Background: an optimization exercise with open tools, aiming at small area. Do not read the settings as production practice. In this exercise RTL edits were held to simulation tests only and were not proved equivalent to the original. No driver is modelled on the clock port, so clock power and skew are understated where the tree is cut down; a real chip needs a root buffer or a tree. Power and IR drop assume default switching activity.

Setup of build 47:
==> flow/design.v <==
module updowncounter(A0, A1, ncs, nwr, nrd, clk, rst, start, din, dout, dout_oe, err, cout, dir, ec);
	input ncs, nwr, nrd, A0, A1, clk, rst, start;
	input [7:0] din;
	output [7:0] dout;
	output dout_oe;
	output reg [7:0] cout;
	output reg dir;
	output err;
	output reg ec;
	reg [7:0] plr, ulr, llr, ccr, inc_cc;
	reg out1, start_pos_hold;
	function [8:0] inc9;             
		input [7:0] a;
		integer i;
		reg c;
		begin
			c = 1'b1;
			for (i = 0; i < 8; i = i + 1) begin
				inc9[i] = a[i] ^ c;
				c = c & a[i];
			end
			inc9[8] = c;
		end
	endfunction
	function [8:0] dec9;             
		input [7:0] a;
		integer i;
		reg b;
		begin
			b = 1'b1;
			for (i = 0; i < 8; i = i + 1) begin
				dec9[i] = a[i] ^ b;
				b = b & ~a[i];
			end
			dec9[8] = b;
		end
	endfunction
	function lt8;                    
		input [7:0] a, b;
		integer i;
		reg l;
		begin
			l = 1'b0;
			for (i = 0; i < 8; i = i + 1)
				l = (~a[i] & b[i]) | (~(a[i] ^ b[i]) & l);
			lt8 = l;
		end
	endfunction
	wire wr = ~ncs & ~nwr & nrd;
	wire [7:0] dz = din & {8{~rst}};
	wire [7:0] d1 = din | {8{rst}};
	always @(posedge clk) begin
		if (rst | (wr & ~A1 & ~A0)) plr <= dz;
		if (rst | (wr & ~A1 &  A0)) ulr <= d1;
		if (rst | (wr &  A1 & ~A0)) llr <= dz;
		if (rst | (wr &  A1 &  A0)) ccr <= dz;
	end
	assign dout_oe = ~ncs & nwr & ~nrd;
	assign dout = A0 ? (A1 ? ccr : llr) : (A1 ? ulr : plr);
	wire [8:0] cinc = inc9(cout);    
	wire [8:0] cdec = dec9(cout);    
	wire [8:0] iinc = inc9(inc_cc);
	wire pl_eq_ll = (plr == llr);
	wire pl_eq_ul = (plr == ulr);
	wire all_eq = pl_eq_ll & pl_eq_ul;
	wire all_zero = ~|plr & all_eq;
	wire e3 = (cout == plr);                         
	wire e4 = ~cdec[8] & (cdec[7:0] == plr);         
	wire e5 = ~cinc[8] & (cinc[7:0] == plr);         
	wire e8 = ~cdec[8] & (cdec[7:0] == llr);         
	wire e9 = ~cinc[8] & (cinc[7:0] == ulr);         
	wire ccr_zero = ~|ccr;
	wire last = ~iinc[8] & (iinc[7:0] == ccr);       
	assign err = lt8(plr, llr) | lt8(ulr, plr);
	wire start_posedge = start & ~out1;
	wire x = dir ? e5 : (pl_eq_ll & ((pl_eq_ul & e3) | e4));
	always @(posedge clk) begin
		if (rst) out1 <= 1'b0; else out1 <= start;
	end
	wire up = dir & (~start | pl_eq_ll);
	wire hold_eq = ~dir & ~start & all_eq;
	wire hold_ec = ec & ~last & ~up;
	wire cout_load = ~start_pos_hold & start;
	wire cout_step = start_pos_hold & ~(ccr_zero | hold_eq | hold_ec);
	wire [7:0] cstep = up ? cinc[7:0] : cdec[7:0];
	wire cchg = ~err & (cout_load | cout_step);
	always @(posedge clk) begin
		if (rst) cout <= 8'h00;
		else cout <= (cout & ~{8{cchg}}) | ((start_pos_hold ? cstep : plr) & {8{cchg}});
	end
	always @(posedge clk) begin
		if (rst | err | ccr_zero | ec) start_pos_hold <= 1'b0;
		else if (last & ~dir & ~(all_eq & e3) & pl_eq_ul & e4) start_pos_hold <= 1'b1;
		else if (last & x) start_pos_hold <= 1'b0;
		else if (start_posedge) start_pos_hold <= 1'b1;
	end
	wire dir1_next = (all_eq & e3) | (~(pl_eq_ul & start) & ~e9 & (e8 | ~all_zero));
	wire dir0_next = e9 ? ((pl_eq_ll & e4) | (e3 & e8) | (pl_eq_ul & e8) | (pl_eq_ll & start))
	                    : ((pl_eq_ll & e4) | e8);
	always @(posedge clk) begin
		if (rst) dir <= 1'b1;
		else dir <= dir ? dir1_next : dir0_next;
	end
	always @(posedge clk) begin
		if (rst | ec) inc_cc <= 8'h00;
		else inc_cc <= inc_cc ^ (iinc[7:0] ^ inc_cc) & {8{start_pos_hold & x}};
	end
	always @(posedge clk) begin
		if (rst) ec <= 1'b0;
		else ec <= last & x;
	end
endmodule
clock: 5.0 ns
lec_check: 0
cap_margin: 0
core_margin: 2
core_utilization: 60
gpl_timing_driven: 0
slew_margin: 0
buffer_ports_args: -buffer_cell sky130_fd_sc_hd__buf_1
pre_cts_tcl: /design/flow/flow/mycts.tcl
standard.sh (not shown) runs the stock make flow with config.mk's settings and CLKGATE_MAP_FILE= SYNTH_SCRIPT=/design/flow/synth_recipe.tcl, a recipe that flattens the netlist after the stock synthesis.
==> flow/flow/run.sh <==
#!/bin/bash
set -euo pipefail
H=$PWD
R=orfs/results/sky130hd/updowncounter/base
# the standard synthesis, for the register names only
sed -e "s#WORK_HOME=[^ ]*#WORK_HOME=$H/std#" standard.sh > std_synth.sh
bash std_synth.sh synth > std_synth.log 2>&1
sed -e "s#SYNTH_SCRIPT=[^ ]*#SYNTH_SCRIPT=$H/flow/my_synth.tcl ADDER_MAP_FILE=#" standard.sh > my_standard.sh
echo "export BUFFER_PORTS_ARGS = -buffer_cell sky130_fd_sc_hd__buf_1" >> config.mk
echo "export PRE_CTS_TCL = $H/flow/mycts.tcl" >> config.mk
if [[ -f flow/extra.mk ]]; then cat flow/extra.mk >> config.mk; fi
export MYABC=$H/flow/area.abc
export MY_CLKN=${MY_CLKN:-2}
export MY_CLKBUF=${MY_CLKBUF:-sky130_fd_sc_hd__clkbuf_16}
bash my_standard.sh $H/$R/1_2_yosys.v > make_synth.log 2>&1
python3 flow/rename_regs.py std/results/sky130hd/updowncounter/base/1_2_yosys.v $R/1_2_yosys.v > rename.log 2>&1
bash my_standard.sh > make.log 2>&1
==> flow/flow/rename_regs.py <==
#!/usr/bin/env python3
"""Give this flow's flip-flops the instance names the standard synthesis gives them.

usage: rename_regs.py STANDARD_NETLIST NETLIST   (NETLIST is rewritten in place)

Flip-flops are paired by the net their Q output drives.  Yosys leaves some
registers with numbered names (_123_) whose numbers depend on the whole
netlist, so they differ between the two syntheses.  This flow's own numbered
names are first moved out of the way (_123_ -> _n123_) so that the standard
names cannot clash with them.
"""
import re, sys

FF = re.compile(r'^\s*(sky130_fd_sc_hd__\w*df\w*)\s+(\\\S+ |\S+)\s*\((.*?)\);', re.M | re.S)
Q = re.compile(r'\.Q\(\s*(\\\S+ |[^\s()]+)\s*\)')

def flops(text):
    out = {}
    for m in FF.finditer(text):
        q = Q.search(m.group(3))
        if not q:
            sys.exit('no Q on %s' % m.group(2))
        out[q.group(1).strip()] = (m.group(1), m.group(2).strip())
    return out

std_text = open(sys.argv[1]).read()
text = open(sys.argv[2]).read()
text = re.sub(r'(?<![\w$\\])_(\d+)_(?![\w$])', r'_n\1_', text)
std = flops(std_text)
mine = flops(text)
if set(std) != set(mine):
    sys.exit('flip-flop Q nets differ: %s' % sorted(set(std) ^ set(mine)))
for qn, (cell, name) in mine.items():
    scell, sname = std[qn]
    if scell.rsplit('_', 1)[0] != cell.rsplit('_', 1)[0]:
        sys.exit('cell type differs for %s: %s vs %s' % (qn, cell, scell))
    if name != sname:
        new = sname + ' ' if sname.startswith('\\') else sname
        old = name + ' ' if name.startswith('\\') else name
        text, n = re.subn(r'(%s\s+)%s(\s*\()' % (re.escape(cell), re.escape(old.rstrip())), lambda m: m.group(1) + new.rstrip() + (' ' if new.endswith(' ') else '') + m.group(2), text)
        if n != 1:
            sys.exit('could not rename %s' % name)
        print('renamed %s -> %s' % (name, sname))
open(sys.argv[2], 'w').write(text)
Other scripts of this flow, unchanged in this note and not shown: flow/flow/area.abc, flow/flow/my_synth.tcl, flow/flow/mycts.tcl
Build 47 was carried through to the last stage, and its layout satisfied the timing, DRC and antenna checks.
For trial 36, these inputs were changed with respect to build 47:
==> flow/flow/run.sh <==
#!/bin/bash
set -euo pipefail
H=$PWD
sed -e "s#SYNTH_SCRIPT=[^ ]*#SYNTH_SCRIPT=$H/flow/my_synth.tcl ADDER_MAP_FILE=#" standard.sh > my_standard.sh
echo "export BUFFER_PORTS_ARGS = -buffer_cell sky130_fd_sc_hd__buf_1" >> config.mk
echo "export PRE_CTS_TCL = $H/flow/mycts.tcl" >> config.mk
if [[ -f flow/extra.mk ]]; then cat flow/extra.mk >> config.mk; fi
export MYABC=$H/flow/area.abc
export MY_CLKN=${MY_CLKN:-2}
export MY_CLKBUF=${MY_CLKBUF:-sky130_fd_sc_hd__clkbuf_16}
bash my_standard.sh > make.log 2>&1
==> flow/flow/extra.mk (new file) <==

removed: flow/flow/rename_regs.py
==> comparison <==
- From build 47 to trial 36 the numbers moved as follows: total DRC errors in the routed layout flat; via count fell by about 1%; met2 track utilization from global routing moved down; peak ir drop on the vdd network saw an increase; relative contribution of the clock network to total power climbed 0.3 points.
- On design area, build 47 and trial 36 are basically level.
- Trial 36 completed; timing, DRC and antenna clean
No run of this note takes its clock network from TritonCTS; it comes from the design's own scripts or RTL.

re-timing with driven ports:
The flow's constraints put no driver on any port. The routed layouts listed below were extracted and timed again, unchanged, in two steps.
Step 1, drivers: a clkbuf_16 drives clk and a buf_2 each remaining input, both assumed.
Step 2 adds t to the input delays and takes it off the output delays; t is the mean of the earliest and latest rising clock arrival at the registers after step 1. Input paths then give back, and output paths get back, about the clock's delay inside the block.
a / b / c = no drivers / after step 1 / after step 2; a / b = the first two.
| run | t (ns) | setup WS [ns] | hold slack, ns | latest minus earliest clock arrival (ns) | worst slew at a driven data input, ns |
|---|---|---|---|---|---|
| build 47 | 0.204 | 0.280 / 0.280 / 0.280 | 0.509 / 0.509 / 0.509 | 0.003 / 0.003 | 0.03 |
| trial 36 | 0.211 | 0.453 / 0.453 / 0.453 | 0.508 / 0.508 / 0.508 | 0.005 / 0.005 | 0.03 |
After both steps every run listed still meets setup and hold.
